Context: an optimization exercise on an open-source flow, tuned for small area, a short achievable clock period and few clock cycles. The choices shown serve that exercise and are no tape-out recipe. The RTL was checked by simulation tests, not by an equivalence proof against the original design. Power and IR drop assume default switching activity.

==> run.sh <==
#!/bin/bash
# synth_recipe.tcl (not shown) runs the flow's synth.tcl, then flattens the netlist and writes it again
# the make line also repeats each setting of config.mk as NAME=value (left out here)
make -C /OpenROAD-flow-scripts/flow DESIGN_CONFIG=/design/flow/config.mk WORK_HOME=/design/flow/orfs CLKGATE_MAP_FILE= SYNTH_SCRIPT=/design/flow/synth_recipe.tcl finish
==> config.mk <==
export PLATFORM = sky130hd
export DESIGN_NAME = CALC1
export DESIGN_NICKNAME = CALC1
export VERILOG_FILES = /design/flow/design.v
export SDC_FILE = /design/flow/constraint.sdc
export NUM_CORES = 4
export LEC_CHECK = 0
export CAP_MARGIN = 20
export CORE_MARGIN = 2
export CORE_UTILIZATION = 40
export SLEW_MARGIN = 20
==> constraint.sdc <==
create_clock -name core_clock -period 110.0 [get_ports {Clk}]
set_input_delay 22.0000 -clock core_clock [delete_from_list [all_inputs] [get_ports {Clk}]]
set_output_delay 22.0000 -clock core_clock [all_outputs]
set_load 0.01 [all_outputs]
==> design.v <==
module Controle(
	input wire [2:0] OpCode,
	output reg MemtoReg, MemEn, MemOp, FonteEscrita, RegEsc, Stop, Clear,
	output reg [3:0] ALUCode
);
always @(*)
begin
	if(OpCode == 3'b000)
	begin
		MemtoReg = 1'b0;
		MemEn = 1'b0;
		MemOp = 1'b0;
		FonteEscrita = 1'b0;
		RegEsc = 1'b1;
		ALUCode = 4'b1000;
		Stop = 1'b0;
		Clear = 1'b0;
	end
	else if(OpCode == 3'b001)
	begin
		MemtoReg = 1'b0;
		MemEn = 1'b0;
		MemOp = 1'b0;
		FonteEscrita = 1'b0;
		RegEsc = 1'b1;
		ALUCode = 4'b0100;
		Stop = 1'b0;
		Clear = 1'b0;
	end
	else if(OpCode == 3'b010)
	begin
		MemtoReg = 1'b0;
		MemEn = 1'b0;
		MemOp = 1'b0;
		FonteEscrita = 1'b0;
		RegEsc = 1'b1;
		ALUCode = 4'b0001;
		Stop = 1'b0;
		Clear = 1'b0;
	end
	else if(OpCode == 3'b011)
	begin
		MemtoReg = 1'b0;
		MemEn = 1'b0;
		MemOp = 1'b0;
		FonteEscrita = 1'b0;
		RegEsc = 1'b1;
		ALUCode = 4'b0010;
		Stop = 1'b0;
		Clear = 1'b0;
	end
	else if(OpCode == 3'b100)
	begin
		MemtoReg = 1'b1;
		MemEn = 1'b1;
		MemOp = 1'b0;
		FonteEscrita = 1'b0;
		RegEsc = 1'b0;
		ALUCode = 4'b0001;
		Stop = 1'b0;
		Clear = 1'b1;
	end
	else if(OpCode == 3'b110)
	begin
		MemtoReg = 1'b1;
		MemEn = 1'b1;
		MemOp = 1'b0;
		FonteEscrita = 1'b1;
		RegEsc = 1'b1;
		ALUCode = 4'b0001;
		Stop = 1'b0;
		Clear = 1'b0;
	end
	else if(OpCode == 3'b111)
	begin
		MemtoReg = 1'b0;
		MemEn = 1'b1;
		MemOp = 1'b1;
		FonteEscrita = 1'b0;
		RegEsc = 1'b0;
		ALUCode = 4'b0001;
		Stop = 1'b0;
		Clear = 1'b0;
	end
	else
	begin
		MemtoReg = 1'b0;
		MemEn = 1'b0;
		MemOp = 1'b0;
		FonteEscrita = 1'b0;
		RegEsc = 1'b0;
		ALUCode = 4'b0001;
		Stop = 1'b1;
		Clear = 1'b0;
	end
end
endmodule
module signExtend(
	input wire[24:0] entrada,
	output wire[31:0] saida
);
assign saida = {{7{entrada[24]}}, entrada[24:0]};
endmodule
module ALU (
	input wire [31:0] input1, input2,
	input wire [3:0] op,
	output reg [31:0] output1
);
always @(*)
begin
	case(op)
		4'b1000: output1 =  input1 + input2;
		4'b0100: output1 =  input1 - input2;
		4'b0010: output1 =  input1 * input2;
		4'b0001: output1 =  (input2 == 32'd0) ? 32'hFFFFFFFF : input1 / input2;
		default: output1 = input1;
	endcase
end
endmodule
module RegisterFile(
	input wire [1:0] RegEsc, Fonte1, Fonte2,
	input wire Esc, Clk, Rst,
	input wire [31:0] Dado,
	output reg [31:0] Dado1, Dado2,
	output wire	[31:0] RA, RB, RACC
);
reg [31:0] RegA, RegB, Acc;
assign	RA = RegA;
assign	RB = RegB;
assign	RACC = Acc;
always @(posedge Clk)
begin
	if (Rst == 1'b1)
	begin
		RegA <= 32'b0;
		RegB <= 32'b0;
		Acc <= 32'b0;
	end
	else if (Esc == 1'b1)
	begin
		case(RegEsc)
			2'b00: RegA <= Dado;
			2'b01: RegB <= Dado;
			default: Acc <= Dado;
		endcase
	end
end
always @(*)
begin
		case(Fonte1)
			2'b00: Dado1 = RegA;
			2'b01: Dado1 = RegB;
			2'b10: Dado1 = Acc;
			default: Dado1 = 32'b0;
		endcase
		case(Fonte2)
			2'b00: Dado2 = RegA;
			2'b01: Dado2 = RegB;
			2'b10: Dado2 = Acc;
			default: Dado2 = 32'b0;
		endcase
end
endmodule
module CALC1 (
input wire Clk,
input wire Rst,
output wire [9:0] InstrAddr,
input wire [31:0] Instr,
output wire [9:0] DataAddr,
output wire DataWe,
output wire [31:0] DataOut,
input wire [31:0] DataIn,
output wire Halted,
output wire [31:0] RegA, RegB, RAcc
);
reg [1:0] FonteA, Dest, DestEscrita, Acc;
reg [31:0] DadosEscrita;
reg [9:0] PC, PCP;
wire [31:0] DadosA, DadosB, ResultALU, imediato;
wire [31:0] MemData, instrucao;
wire RegEsc, MemEn, MemOp, Clear;
wire FonteEscrita, MemtoReg, Stop;
wire [3:0] opALU;
assign instrucao = Instr;
assign MemData = DataIn;
assign InstrAddr = PC;
assign DataAddr = imediato[9:0];
assign DataWe = (MemEn & MemOp) | Clear;
assign DataOut = Clear ? 32'h00000000 : DadosB;
assign Halted = Stop;
ALU instALU(
	.input1(DadosA),
	.input2(imediato),
	.op(opALU),
	.output1(ResultALU)
);
RegisterFile insRegisterFile(
	.RegEsc(DestEscrita),
	.Fonte1(FonteA),
	.Fonte2(FonteA),
	.Esc(RegEsc),
	.Clk(Clk),
	.Rst(Rst),
	.Dado(DadosEscrita),
	.Dado1(DadosA),
	.Dado2(DadosB),
	.RA(RegA),
	.RB(RegB),
	.RACC(RAcc)
);
Controle instControle(
	.OpCode(instrucao[31:29]),
	.MemtoReg(MemtoReg),
	.MemEn(MemEn),
	.MemOp(MemOp),
	.FonteEscrita(FonteEscrita),
	.RegEsc(RegEsc),
	.ALUCode(opALU),
	.Stop(Stop),
	.Clear(Clear)
);
signExtend instSignExtend(
	.entrada(instrucao[24:0]),
	.saida(imediato)
);
always @(*)
begin
	Dest = instrucao[26:25];
	FonteA = instrucao[28:27];
	Acc = 2'b10;
	PCP = PC + 10'd1;
	if(FonteEscrita == 1'b0)
		DestEscrita = Acc;
	else
		DestEscrita = Dest;
	if(MemtoReg == 1'b0)
		DadosEscrita = ResultALU;
	else
		DadosEscrita = MemData;
end
always @(posedge Clk)
begin
	if(Rst == 1'b1)
		PC <= 10'd0;
	else if(Stop == 1'b0)
		PC <= PCP;
end
endmodule
==> metrics.md <==
| Metric | Value |
|---|---|
| Post-synth EDFFs | `0` |
| Static Leak | `between 20 and 30 nW` |
| Final non-filler cell area | `55700 um^2` |
| Total gr overflow | `0` |
| Rows | `130` |
| Global-route wire length before repair | `340 mm` |
| Min-Delay Path Class | `flop to flop` |
| PD cells | `~13 nW/um^2` |
| Commonest non-fill, non-tap cell in the layout | `nand2_1` |
| Nets | `between 8000 and 9000` |
| Commonest non-fill, non-tap cells in the layout | `nand2_1 (872), nor2_1 (783), ha_1 (693), inv_1 (600), a21oi_1 (516)` |
| Syn Inst Count | `slightly below 7000` |
| Avg Inst Size Synth | `~7.3 um^2` |
| Synth Register Bits | `roughly 110` |
| Rel. slew slack | `0.190` |
| Critical path endpoint category | `flop` |
| Detailed-route wire length per cell | `approximately 26 um` |
| Syn. warnings | `4` |
| Largest net degree at the start of global routing | `78` |
| Worst path most repeated cell | `ha_1` |
| Critical Path Slowest Stage Cell | `a2111oi_2` |
| Detailed Route WL | `around 230 mm` |
| Port Buffers | `between 200 and 250` |
| Placer's final routability congestion estimate | `around 1.1` |
| # Max-Cap Violations | `0` |
| Post-DP HPWL | `roughly 180 mm` |
| Max clock buf depth | `2` |
| Least-Margin Pin Slew | `approximately 1200 ps` |
| Reg clk slew, reported paths | `approximately 110 ps` |
| Vias in the first global route | `roughly 52000` |
| Root Buffer | `clkbuf_16` |
| CP max FO | `41` |
| Core area | `approximately 130000 um^2` |
| Pins Over Slew Limit | `0` |
| RSZ-0062 raised after global routing | `false` |
| Synthesized area | `~50000 um^2` |
| DRT iter0 DRCs | `between 6000 and 7000` |
| Element type at the critical path start | `input port` |
| Largest cells by area after synthesis | `ha_1 (17%), fa_1 (16%), nand2_1 (6.4%)` |
| DIE AREA | `around 130000 um^2` |
| Clk latency of the worst-skew pair | `~450 ps` |
| CTS sink cnt | `around 110` |
| Asr flop ratio synth | `0` |
| Required time worst endpoint | `~110000 ps` |
| Initial Utilization | `0.404` |
| Via count | `between 50000 and 60000` |
| Setup_tns | `0 ps` |
| Worst path max stage delay | `about 960 ps` |
| Kind of critical path | `input port to flop` |
| Post-CTS setup buffer count | `0` |
| Min cycle time layout | `between 100000 and 150000 ps` |
| Top cell type's share of synthesized area | `0.170` |
| Syn Nets | `a little over 8000` |
| Distinct cell type count after synthesis | `~120` |
| Final setup viols | `0` |
| H-tree levels | `3` |
| Initial antenna violation count | `10` |
| DIE WIDTH | `361 um` |
| Clock skew | `around 33 ps` |
| Worst VDD drop | `roughly 0.000014 V` |
| CTS tree | `yes` |
| Period utilization | `0.955` |
| Top_reg_cell synth | `dfxtp_1` |
| Drt pass-1 iters | `8` |
| Area growth, synth to finish | `9.27%` |
| Hold buffers post-CTS | `0` |
| Final ANT Viol Nets | `0` |
| I/O pin count | `roughly 220` |
| Sequential area share after synthesis | `0.0416` |
| Final hold vios | `0` |
| Yosys top cell by area | `ha_1` |
| Ratio of cells with drive above 1 in the final layout | `0.0633` |
| Cts repair resizes | `0` |
| Die Y | `between 300 and 400 um` |
| DR DRC count | `0` |
| Worst Path Arrival | `105390 ps` |
| Vias per cell | `between 6 and 7` |
| Status | `finished clean` |
| Total CTS buffers | `9` |
| Fmax | `around 9.5 MHz` |
| DP Area | `about 55000 um^2` |
| Tot GR Track Use | `0.345` |
[sequential cells by signal, indices dropped and copies added, names as in the netlist]
| name | count |
|---|---|
| insRegisterFile.Acc | 32 |
| PC | 10 |
| insRegisterFile.RegB | 32 |
| insRegisterFile.RegA | 32 |
[final cells by class]
type / instances / area, um^2
antenna: 3 / 7.51
clock buffer: 10 / 239
clock inverter: 6 / 93.8
fill: 12900 / 70400
inverter: 620 / 2330
multi-input combinational: 5964 / 45600
sequential: 106 / 2120
tap: 1650 / 2060
timing repair buffer: 359 / 3240
[path summary, 6_finish.rpt]
check | start | endpoint | slack, ps | cells after the start
setup / recovery | Instr[15] | insRegisterFile.Acc[0] | 4900 | 286
setup reg to reg | insRegisterFile.Acc[31] | insRegisterFile.Acc[0] | 27660 | 286
hold reg to reg | insRegisterFile.Acc[12] | insRegisterFile.Acc[12] | 470 | 2
hold / removal | insRegisterFile.Acc[12] | insRegisterFile.Acc[12] | 470 | 2
[cell usage after synthesis, types with 18 or more instances]
cell type / number
a211o_1: 24
a211oi_1: 70
a21boi_0: 22
a21o_1: 179
a21oi_1: 518
a221oi_1: 18
a31o_2: 24
a31oi_1: 93
and2_1: 35
and3_1: 54
buf_1: 22
buf_2: 24
clkbuf_1: 211
dfxtp_1: 106
fa_1: 395
ha_1: 693
inv_1: 608
mux2_2: 68
mux2i_1: 72
nand2_1: 872
nand2b_1: 58
nand3_1: 132
nand4_1: 61
nor2_1: 787
nor2b_1: 66
nor3_1: 159
nor4_1: 33
o211ai_1: 75
o21a_1: 136
o21ai_0: 282
o21ai_1: 35
o21bai_1: 45
o22ai_1: 27
o2bb2ai_1: 19
o31ai_1: 42
or2_2: 36
or3_1: 47
xnor2_1: 292
xor2_1: 165
[cells by family (layout without fill, tap and decap cells)]
kind of cell    after synthesis  after routing  share of synthesized area
xor+xnor                    457            457                     0.0786
buf+inv                     892            995                     0.0676
simple gates               2424           2424                      0.214
fa+ha+maj                  1088           1088                      0.325
compound gates             1854           1854                      0.244
mux                         141            141                     0.0295
other cells                   0              3                          0
flops                       106            106                     0.0416
[power by group]
part	internal (W)	switching [W]	total [W]
Clock	0.0000190	0.0000203	0.0000393
Combinational	0.000261	0.000378	0.000640
Sequential	0.0000401	0.00000202	0.0000421
Total	0.000321	0.000401	0.000721
[per-stage QoR]
stage / util / setup slack, ps / cells / hold slack (ps) / power [W]
3_5_place_dp: 0.439 / 6600 / 8699 / 459 / 0.000665
3_3_place_gp: 0.439 / 8010 / 8698 / 455 / 0.000661
6_report: 0.442 / 4900 / 8718 / 473 / 0.000721
4_1_cts: 0.441 / 6830 / 8715 / 471 / 0.000709
2_1_floorplan: - / 19780 / 6962 / 488 / 0.000507
5_1_grt: 0.442 / 1.61 / 8717 / 488 / 0.000787
[per-layer routing]
metal / part of all wire / global-route usage / up-vias
li1: - / - / 24600
met2: 0.42 / 0.515 / 3060
met1: 0.41 / 0.467 / 26400
met5: 0.00033 / 0 / -
met3: 0.11 / 0.0808 / 601
met4: 0.055 / 0.160 / 10
[worst max-delay path: cells and delay by family]
family                   cells  cell delay, ps
multiplexers                 8            3390
AO/OA/AOI/OAI              151           44330
adder cells (fa/ha/maj)     31           10170
AND/OR/NAND/NOR             79           20640
buffers and inverters       17            4590
Testbench counts, summed over its fixed seeds: cycles 17,861.

port drivers added, routing unchanged:
In the flow no input, the clock included, has a driving cell. The finished layout below was timed again as built, in two steps. Step 1 (the two cells are an assumption about what drives the block):
set clk [get_ports {Clk}]
set_driving_cell -lib_cell sky130_fd_sc_hd__clkbuf_16 $clk
set_driving_cell -lib_cell sky130_fd_sc_hd__buf_2 [delete_from_list [all_inputs] $clk]
Step 2 moves the port delays by t, midway between the first and last clock arrival at a register: inputs arrive t later, outputs are due t later. That takes back most of the time a late clock gives input paths. Slacks: ideal ports / drivers / drivers and shift; pairs: ideal ports / drivers.
t (ns): 0.474
setup slack, ns: 4.902 / 4.925 / 4.451
clock arrival spread, ns: 0.033 / 0.033
After both steps this run still meets setup and hold. For this run, drivers alone change the setup slack by +0.023 ns; drivers and shift together by -0.451 ns.
